This design comes from an exercise in tuning for small area and a short achievable clock period on the open sky130 flow, not from production work. In this exercise RTL edits were held to simulation tests only and were not proved equivalent to the original.

// Chevychev_highpass
module Chevychev_highpass (
    data_in, data_out, clk, rst
);
For scale: ~180 flip-flops, about 28 I/O pins, roughly 15000 um^2 of cells after synthesis.
==> flow/config.mk <==
export PLATFORM = sky130hd
export DESIGN_NAME = Chevychev_highpass
export DESIGN_NICKNAME = Chevychev_highpass
export VERILOG_FILES = /design/flow/design.v
export SDC_FILE = /design/flow/constraint.sdc
export NUM_CORES = 4
export LEC_CHECK = 0
export CAP_MARGIN = 20
export CORE_MARGIN = 2
export CORE_UTILIZATION = 40
export SLEW_MARGIN = 20
export SYNTH_HIERARCHICAL = 1
export SYNTH_MINIMUM_KEEP_SIZE = 0
==> flow/constraint.sdc <==
create_clock -name core_clock -period 16.0 [get_ports {clk}]
set_input_delay 3.2000 -clock core_clock [delete_from_list [all_inputs] [get_ports {clk}]]
set_output_delay 3.2000 -clock core_clock [all_outputs]
set_load 0.01 [all_outputs]
standard.sh (not shown) runs the stock make flow with config.mk's settings and CLKGATE_MAP_FILE= SYNTH_SCRIPT=/design/flow/synth_recipe.tcl, a recipe that flattens the netlist after the stock synthesis.
==> flow/flow/run.sh <==
#!/bin/bash
# The standard layout (standard.sh), with three changes to how it is made:
#  - port buffers are buf_4 instead of the default (a slow delay buffer),
#  - timing repair aims for 7.85 ns of setup slack (the design runs well below
#    the 16 ns clock, so the default repair would never act),
#  - clock tree: clkbuf_8 buffers, sinks clustered by 20 within 60 um, no
#    dummy loads.
# The full make output goes to standard_sh.log; ORFS keeps per-step logs in orfs/logs.
set -euo pipefail
bash standard.sh \
  "BUFFER_PORTS_ARGS=-buffer_cell sky130_fd_sc_hd__buf_4" \
  SETUP_SLACK_MARGIN=7.85 \
  "CTS_ARGS=-sink_clustering_enable -repair_clock_nets -dont_use_dummy_load -sink_clustering_size 20 -sink_clustering_max_diameter 60 -buf_list sky130_fd_sc_hd__clkbuf_8" \
  finish > standard_sh.log 2>&1
==> next run, changes <==
--- a/flow/flow/run.sh
+++ b/flow/flow/run.sh
@@ -4 +4 @@
-#  - timing repair aims for 7.85 ns of setup slack (the design runs well below
+#  - timing repair aims for 7.6 ns of setup slack (the design runs well below
@@ -12 +12 @@
-  SETUP_SLACK_MARGIN=7.85 \
+  SETUP_SLACK_MARGIN=7.6 \
Effect: The new run ran to the end with no violations; clock skew stays flat.
==> next run, changes <==
--- a/flow/flow/run.sh
+++ b/flow/flow/run.sh
@@ -4 +4 @@
-#  - timing repair aims for 7.6 ns of setup slack (the design runs well below
+#  - timing repair aims for 7.7 ns of setup slack (the design runs well below
@@ -12 +12 @@
-  SETUP_SLACK_MARGIN=7.6 \
+  SETUP_SLACK_MARGIN=7.7 \
Clock-buffer cell count does not change.
Final area is higher by 0.90%.
Sequential cell count is unchanged.

---

ember:
Another version of the RTL of Chevychev_highpass (not shown whole).
For scale: ~1100 cells after synthesis, about 180 flip-flops.
// Chevychev_highpass
module Chevychev_highpass (
    data_in, data_out, clk, rst
);
clock: 16.0 ns
lec_check: 0
cap_margin: 20
core_margin: 2
core_utilization: 40
slew_margin: 20
synth_hierarchical: 1
synth_minimum_keep_size: 0
==> flow/flow/run.sh <==
#!/bin/bash
# The standard layout (standard.sh), with three changes to how it is made:
#  - port buffers are buf_4 instead of the default (a slow delay buffer),
#  - timing repair aims for 7 ns of setup slack (the design runs well below
#    the 16 ns clock, so the default repair would never act),
#  - clock tree: clkbuf_8 buffers, sinks clustered by 20 within 60 um, no
#    dummy loads.
# The full make output goes to standard_sh.log; ORFS keeps per-step logs in orfs/logs.
set -euo pipefail
bash standard.sh \
  "BUFFER_PORTS_ARGS=-buffer_cell sky130_fd_sc_hd__buf_4" \
  SETUP_SLACK_MARGIN=7.5 \
  "CTS_ARGS=-sink_clustering_enable -repair_clock_nets -dont_use_dummy_load -sink_clustering_size 20 -sink_clustering_max_diameter 60 -buf_list sky130_fd_sc_hd__clkbuf_8" \
  finish > standard_sh.log 2>&1
ember finished every stage and its layout cleared the timing, DRC and antenna checks.
Input-level comparison between pepper and ember:
-- flow/config.mk --
<<< ember, line 9
export CORE_MARGIN = 2
export CORE_UTILIZATION = 40
export SLEW_MARGIN = 20
>>> pepper, line 9
export CORE_MARGIN = 2
export CORE_UTILIZATION = 70
export PLACE_DENSITY = 0.75
export SLEW_MARGIN = 20
==> summary.txt <==
Relative to ember, the post-layout instance area measured on pepper has decreased slightly. ember -> pepper: antenna diode count delta 0, exact match.
For xenon, these inputs were changed with respect to pepper:
-- flow/config.mk --
<<< pepper, line 9
export CORE_MARGIN = 2
export CORE_UTILIZATION = 70
export PLACE_DENSITY = 0.75
export SLEW_MARGIN = 20
>>> xenon, line 9
export CORE_MARGIN = 2
export CORE_UTILIZATION = 60
export SLEW_MARGIN = 20
--- outcome ---
- The multi-input logic area of xenon and that of pepper are within noise of each other.
- Compared with pepper, in xenon count of filler cells inserted in the layout shows an increase of 590; global-route usage shows a reduction of 3.3 points; final critical-path required period shows a reduction of 20 ps; final clock period utilization by the worst path shows no meaningful change.
- First-pass iteration count of the detailed router: xenon < pepper
- xenon vs pepper: wire length up in xenon
- Comparing xenon and pepper, the lower wire length on met3 is on pepper.
The inputs of willow differ from those of xenon as listed below.
-- flow/flow/run.sh --
<<< xenon, line 11
  "BUFFER_PORTS_ARGS=-buffer_cell sky130_fd_sc_hd__buf_4" \
  SETUP_SLACK_MARGIN=7.5 \
  "CTS_ARGS=-sink_clustering_enable -repair_clock_nets -dont_use_dummy_load -sink_clustering_size 20 -sink_clustering_max_diameter 60 -buf_list sky130_fd_sc_hd__clkbuf_8" \
>>> willow, line 11
  "BUFFER_PORTS_ARGS=-buffer_cell sky130_fd_sc_hd__buf_4" \
  SETUP_SLACK_MARGIN=7 \
  "CTS_ARGS=-sink_clustering_enable -repair_clock_nets -dont_use_dummy_load -sink_clustering_size 20 -sink_clustering_max_diameter 60 -buf_list sky130_fd_sc_hd__clkbuf_8" \
-- flow/config.mk --
<<< xenon, line 9
export CORE_MARGIN = 2
export CORE_UTILIZATION = 60
export SLEW_MARGIN = 20
>>> willow, line 9
export CORE_MARGIN = 2
export CORE_UTILIZATION = 40
export SLEW_MARGIN = 20
### Flow results
From xenon to willow the numbers moved as follows: post-route DRC violation count now sits at about the same level; die area now sits higher; total placed cells including tap cells now sits higher; number of buffers inserted by post-CTS setup repair now sits lower; total routed wire length on the met1 layer now sits higher. In willow, final core area utilization is lower than in xenon. Lower worst hold slack after final layout was reported by xenon, not willow.

---

== job 3033 ==
RTL: one of the versions met above, not the one the previous note started from.
For scale: about 1100 cells after synthesis, ~28 I/O pins.
==> flow/design.v (excerpt) <==
module Chevychev_highpass (
    data_in, data_out, clk, rst
);
    output [17:0] data_out;
    input  [7:0]  data_in;
    input         clk, rst;
    reg [7:0]  XN;    
    reg [17:0] YN;    
    reg [17:0] RS;
    reg [17:0] R3;
    reg [0:0] R3c;    
    reg [17:0] R4;
    reg [0:0] R4c;    
    reg [17:0] R5;
    reg [0:0] R5c;    
    reg [17:0] R6;
    reg [0:0] R6c;    
    reg [17:0] R7;
    reg [0:0] R7c;    
    reg [17:0] R8;
    reg [0:0] R8c;    
    reg [17:0] R9;
    reg [0:0] R9c;    
    wire n_1 = ~XN[0];
    wire n_2 = ~XN[1];
    wire n_3 = ~XN[2];
    wire n_4 = ~XN[3];
    wire n_5 = ~XN[4];
    wire n_6 = ~XN[5];
    wire n_7 = ~XN[6];
    wire n_8 = ~XN[7];
    wire n_9 = ~YN[0];
    wire n_10 = ~YN[1];
    wire n_11 = ~YN[2];
    wire n_12 = ~YN[3];
    wire n_13 = ~YN[4];
    wire n_14 = ~YN[5];
    wire n_15 = ~YN[6];
    wire n_16 = ~YN[7];
    wire n_17 = ~YN[8];
    wire n_18 = ~YN[9];
    wire n_19 = ~YN[10];
    wire n_20 = ~YN[11];
    wire n_21 = ~YN[12];
    wire n_22 = ~YN[13];
    wire n_23 = ~YN[14];
    wire n_24 = ~YN[15];
    wire n_25 = ~YN[16];
    wire n_26 = ~YN[17];
    wire s_27, c_28;
    iir_ha us_27 (.a(n_3), .b(n_1), .s(s_27), .co(c_28));
    wire s_29, c_30;
    iir_fa us_29 (.a(n_4), .b(n_2), .c(c_28), .s(s_29), .co(c_30));
    wire s_31, c_32;
    iir_fa us_31 (.a(n_5), .b(n_3), .c(c_30), .s(s_31), .co(c_32));
    wire s_33, c_34;
    iir_fa us_33 (.a(n_6), .b(n_4), .c(c_32), .s(s_33), .co(c_34));
    wire s_35, c_36;
    iir_fa us_35 (.a(n_7), .b(n_5), .c(c_34), .s(s_35), .co(c_36));
    wire s_37, c_38;
    iir_fa us_37 (.a(n_8), .b(n_6), .c(c_36), .s(s_37), .co(c_38));
    wire s_39, c_40;
    iir_ha us_39 (.a(n_7), .b(c_38), .s(s_39), .co(c_40));
    wire s_41, c_42;
    iir_ha us_41 (.a(n_8), .b(c_40), .s(s_41), .co(c_42));
    wire n_43 = ~data_in[0];
    wire n_44 = ~data_in[1];
    wire n_45 = ~data_in[2];
    wire n_46 = ~data_in[3];
    wire n_47 = ~data_in[4];
    wire n_48 = ~data_in[5];
    wire n_49 = ~data_in[6];
    wire n_50 = ~data_in[7];
    wire n_51 = ~n_1;
    wire n_52 = ~n_2;
    wire n_53 = ~s_27;
    wire n_54 = ~s_29;
    wire n_55 = ~s_31;
  ...
==> flow/config.mk <==
export PLATFORM = sky130hd
export DESIGN_NAME = Chevychev_highpass
export DESIGN_NICKNAME = Chevychev_highpass
export VERILOG_FILES = /design/flow/design.v
export SDC_FILE = /design/flow/constraint.sdc
export NUM_CORES = 4
export LEC_CHECK = 0
export CAP_MARGIN = 20
export CORE_MARGIN = 2
export CORE_UTILIZATION = 40
export SLEW_MARGIN = 20
export SYNTH_HIERARCHICAL = 1
export SYNTH_MINIMUM_KEEP_SIZE = 0
==> flow/constraint.sdc <==
create_clock -name core_clock -period 16.0 [get_ports {clk}]
set_input_delay 3.2000 -clock core_clock [delete_from_list [all_inputs] [get_ports {clk}]]
set_output_delay 3.2000 -clock core_clock [all_outputs]
set_load 0.01 [all_outputs]
==> flow/flow/run.sh <==
#!/bin/bash
# The standard layout (standard.sh), with three changes to how it is made:
#  - port buffers are buf_4 instead of the default (a slow delay buffer),
#  - timing repair aims for 7.55 ns of setup slack (the design runs well below
#    the 16 ns clock, so the default repair would never act),
#  - clock tree: clkbuf_8 buffers, sinks clustered by 20 within 60 um, no
#    dummy loads.
# The full make output goes to standard_sh.log; ORFS keeps per-step logs in orfs/logs.
set -euo pipefail
bash standard.sh \
  "BUFFER_PORTS_ARGS=-buffer_cell sky130_fd_sc_hd__buf_4" \
  SETUP_SLACK_MARGIN=7.55 \
  "CTS_ARGS=-sink_clustering_enable -repair_clock_nets -dont_use_dummy_load -sink_clustering_size 20 -sink_clustering_max_diameter 60 -buf_list sky130_fd_sc_hd__clkbuf_8" \
  finish > standard_sh.log 2>&1
Inputs modified between job 3033 and job 5246:
==> flow/flow/run.sh <==
#!/bin/bash
# The standard layout (standard.sh), with three changes to how it is made:
#  - port buffers are buf_4 instead of the default (a slow delay buffer),
#  - timing repair aims for 7.5 ns of setup slack (the design runs well below
#    the 16 ns clock, so the default repair would never act),
#  - clock tree: clkbuf_8 buffers, sinks clustered by 20 within 60 um, no
#    dummy loads.
# The full make output goes to standard_sh.log; ORFS keeps per-step logs in orfs/logs.
set -euo pipefail
bash standard.sh \
  "BUFFER_PORTS_ARGS=-buffer_cell sky130_fd_sc_hd__buf_4" \
  SETUP_SLACK_MARGIN=7.5 \
  "CTS_ARGS=-sink_clustering_enable -repair_clock_nets -dont_use_dummy_load -sink_clustering_size 40 -sink_clustering_max_diameter 200 -sink_clustering_levels 1 -buf_list sky130_fd_sc_hd__clkbuf_8" \
  finish > standard_sh.log 2>&1
## What came out
- Summary of job 5246 over job 3033: first-iteration DRC count down about 4.4%; global-route total usage across every layer about even; wire length now smaller; final worst setup slack shows an increase of 0.014 ns.
- | area growth from synthesis to final layout | job 5246 vs job 3033 | 1.5 points lower |
- Note that the non-clock buffer count recorded for job 5246 amounts to 0.59 times the value seen in job 3033.
- Summary of job 5246 over job 3033: design area fell by 230 µm²; worst hold slack now sits at about the same level.
diff inputs: job 5246 => job 8378
-- flow/flow/run.sh --
<<< job 5246, line 12
  SETUP_SLACK_MARGIN=7.5 \
  "CTS_ARGS=-sink_clustering_enable -repair_clock_nets -dont_use_dummy_load -sink_clustering_size 40 -sink_clustering_max_diameter 200 -sink_clustering_levels 1 -buf_list sky130_fd_sc_hd__clkbuf_8" \
  finish > standard_sh.log 2>&1
>>> job 8378, line 12
  SETUP_SLACK_MARGIN=7.5 \
  "CTS_ARGS=-sink_clustering_enable -repair_clock_nets -dont_use_dummy_load -sink_clustering_size 20 -sink_clustering_max_diameter 60 -buf_list sky130_fd_sc_hd__clkbuf_8" \
  finish > standard_sh.log 2>&1
Notes after the runs:
All-layer global routing usage: job 8378 vs job 5246 identical. As far as synthesis-to-finish area growth goes, job 8378 and job 5246 are indistinguishable; the numbers are identical. Job 8378 and job 5246 ended up with roughly the same delay contributed by the slowest stage of the critical path. Comparing job 5246 against job 8378, there is no change at all in cell count after synthesis. From job 5246 to job 8378, relative area of clock buffers and inverters in the final design did not move at all. There was hardly any difference in number of global-route vias before repair between job 8378 and job 5246.

---

Setup of rev 12:
RTL: one of the versions met above, not the one the previous note started from.
For scale: about 1,100 cells after synthesis, about 28 I/O pins, about 15,000 sq um of cells after synthesis.
==> flow/config.mk <==
export PLATFORM = sky130hd
export DESIGN_NAME = Chevychev_highpass
export DESIGN_NICKNAME = Chevychev_highpass
export VERILOG_FILES = /design/flow/design.v
export SDC_FILE = /design/flow/constraint.sdc
export NUM_CORES = 4
export LEC_CHECK = 0
export CAP_MARGIN = 20
export CORE_MARGIN = 2
export CORE_UTILIZATION = 40
export SLEW_MARGIN = 20
export SYNTH_HIERARCHICAL = 1
export SYNTH_MINIMUM_KEEP_SIZE = 0
==> flow/constraint.sdc <==
create_clock -name core_clock -period 16.0 [get_ports {clk}]
set_input_delay 3.2000 -clock core_clock [delete_from_list [all_inputs] [get_ports {clk}]]
set_output_delay 3.2000 -clock core_clock [all_outputs]
set_load 0.01 [all_outputs]
==> flow/flow/run.sh <==
#!/bin/bash
# The standard layout (standard.sh), with three changes to how it is made:
#  - port buffers are buf_4 instead of the default (a slow delay buffer),
#  - timing repair aims for 7 ns of setup slack (the design runs well below
#    the 16 ns clock, so the default repair would never act),
#  - clock tree: clkbuf_8 buffers, sinks clustered by 20 within 60 um, no
#    dummy loads.
# The full make output goes to standard_sh.log; ORFS keeps per-step logs in orfs/logs.
set -euo pipefail
bash standard.sh \
  "BUFFER_PORTS_ARGS=-buffer_cell sky130_fd_sc_hd__buf_4" \
  SETUP_SLACK_MARGIN=8 \
  "CTS_ARGS=-sink_clustering_enable -repair_clock_nets -dont_use_dummy_load -sink_clustering_size 20 -sink_clustering_max_diameter 60 -buf_list sky130_fd_sc_hd__clkbuf_8" \
  finish > standard_sh.log 2>&1
Rev 12 finished end to end and its layout was clean on timing, DRC and antenna.
Input-level comparison between rev 13 and rev 12:
diff --git a/flow/flow/run.sh b/flow/flow/run.sh
--- a/flow/flow/run.sh
+++ b/flow/flow/run.sh
@@ -11,4 +11,4 @@
   "BUFFER_PORTS_ARGS=-buffer_cell sky130_fd_sc_hd__buf_4" \
-  SETUP_SLACK_MARGIN=8 \
-  "CTS_ARGS=-sink_clustering_enable -repair_clock_nets -dont_use_dummy_load -sink_clustering_size 20 -sink_clustering_max_diameter 60 -buf_list sky130_fd_sc_hd__clkbuf_8" \
+  SETUP_SLACK_MARGIN=7.5 \
+  "CTS_ARGS=-sink_clustering_enable -repair_clock_nets -dont_use_dummy_load -sink_clustering_size 30 -sink_clustering_max_diameter 100 -buf_list sky130_fd_sc_hd__clkbuf_8" \
   finish > standard_sh.log 2>&1
Results
Going from rev 12 to rev 13, fraction of final layout cells with drive strength greater than 1 moved down; wire length of the first global-routing pass decreased by about 0.7% relative to the old numbers; hold slack closely matched the old numbers. Global router's overall resource usage: rev 12 vs rev 13, no meaningful difference. Diff rev 12 -> rev 13: post-placement cell count now sits at about the same level, number of non-filler instances in the completed layout now sits lower.

## what the ideal ports hide
No port has a modelled driver above. Below, the same layouts with a new extraction and two added sets of constraints.
Step 1 sets driving cells, clkbuf_16 on the clock port and buf_2 on the other inputs (assumed; they add their load-dependent delay and slew).
Step 2 moves the port delays by t, midway between the first and last clock arrival at a register: inputs arrive t later, outputs are due t later. That takes back most of the time a late clock gives input paths.
Three values: ideal, step 1, step 2; two values: the first two.
| run | t (ns) | setup WS [ns] | worst setup path after step 2 | latest minus earliest clock arrival (ns) |
|---|---|---|---|---|
| the first run of note 1 | 0.510 | 7.845 / 7.795 / 7.795 | input to output | 0.032 / 0.031 |
| the second run of note 1 | 0.511 | 7.702 / 7.679 / 7.679 | input to output | 0.030 / 0.030 |
| the third run of note 1 | 0.512 | 7.760 / 7.729 / 7.729 | input to output | 0.030 / 0.031 |
| ember | 0.534 | 7.551 / 7.520 / 7.520 | input to output | 0.017 / 0.017 |
| pepper | 0.518 | 7.523 / 7.476 / 7.476 | input to output | 0.036 / 0.036 |
| xenon | 0.498 | 7.543 / 7.498 / 7.498 | input to output | 0.043 / 0.044 |
| willow | 0.530 | 7.169 / 7.148 / 7.148 | input to output | 0.017 / 0.017 |
| job 3033 | 0.510 | 7.669 / 7.640 / 7.640 | input to output | 0.031 / 0.031 |
| job 5246 | 0.512 | 7.683 / 7.660 / 7.660 | input to output | 0.031 / 0.031 |
| job 8378 | 0.512 | 7.683 / 7.660 / 7.660 | input to output | 0.031 / 0.031 |
| rev 12 | 0.532 | 7.500 / 7.451 / 7.451 | input to output | 0.022 / 0.023 |
| rev 13 | 0.534 | 7.551 / 7.520 / 7.520 | input to output | 0.017 / 0.017 |
After both steps setup and hold are still met in every run listed. For the first run of note 1, which loses most, drivers alone change the setup slack by -0.050 ns; drivers and shift together by -0.050 ns.
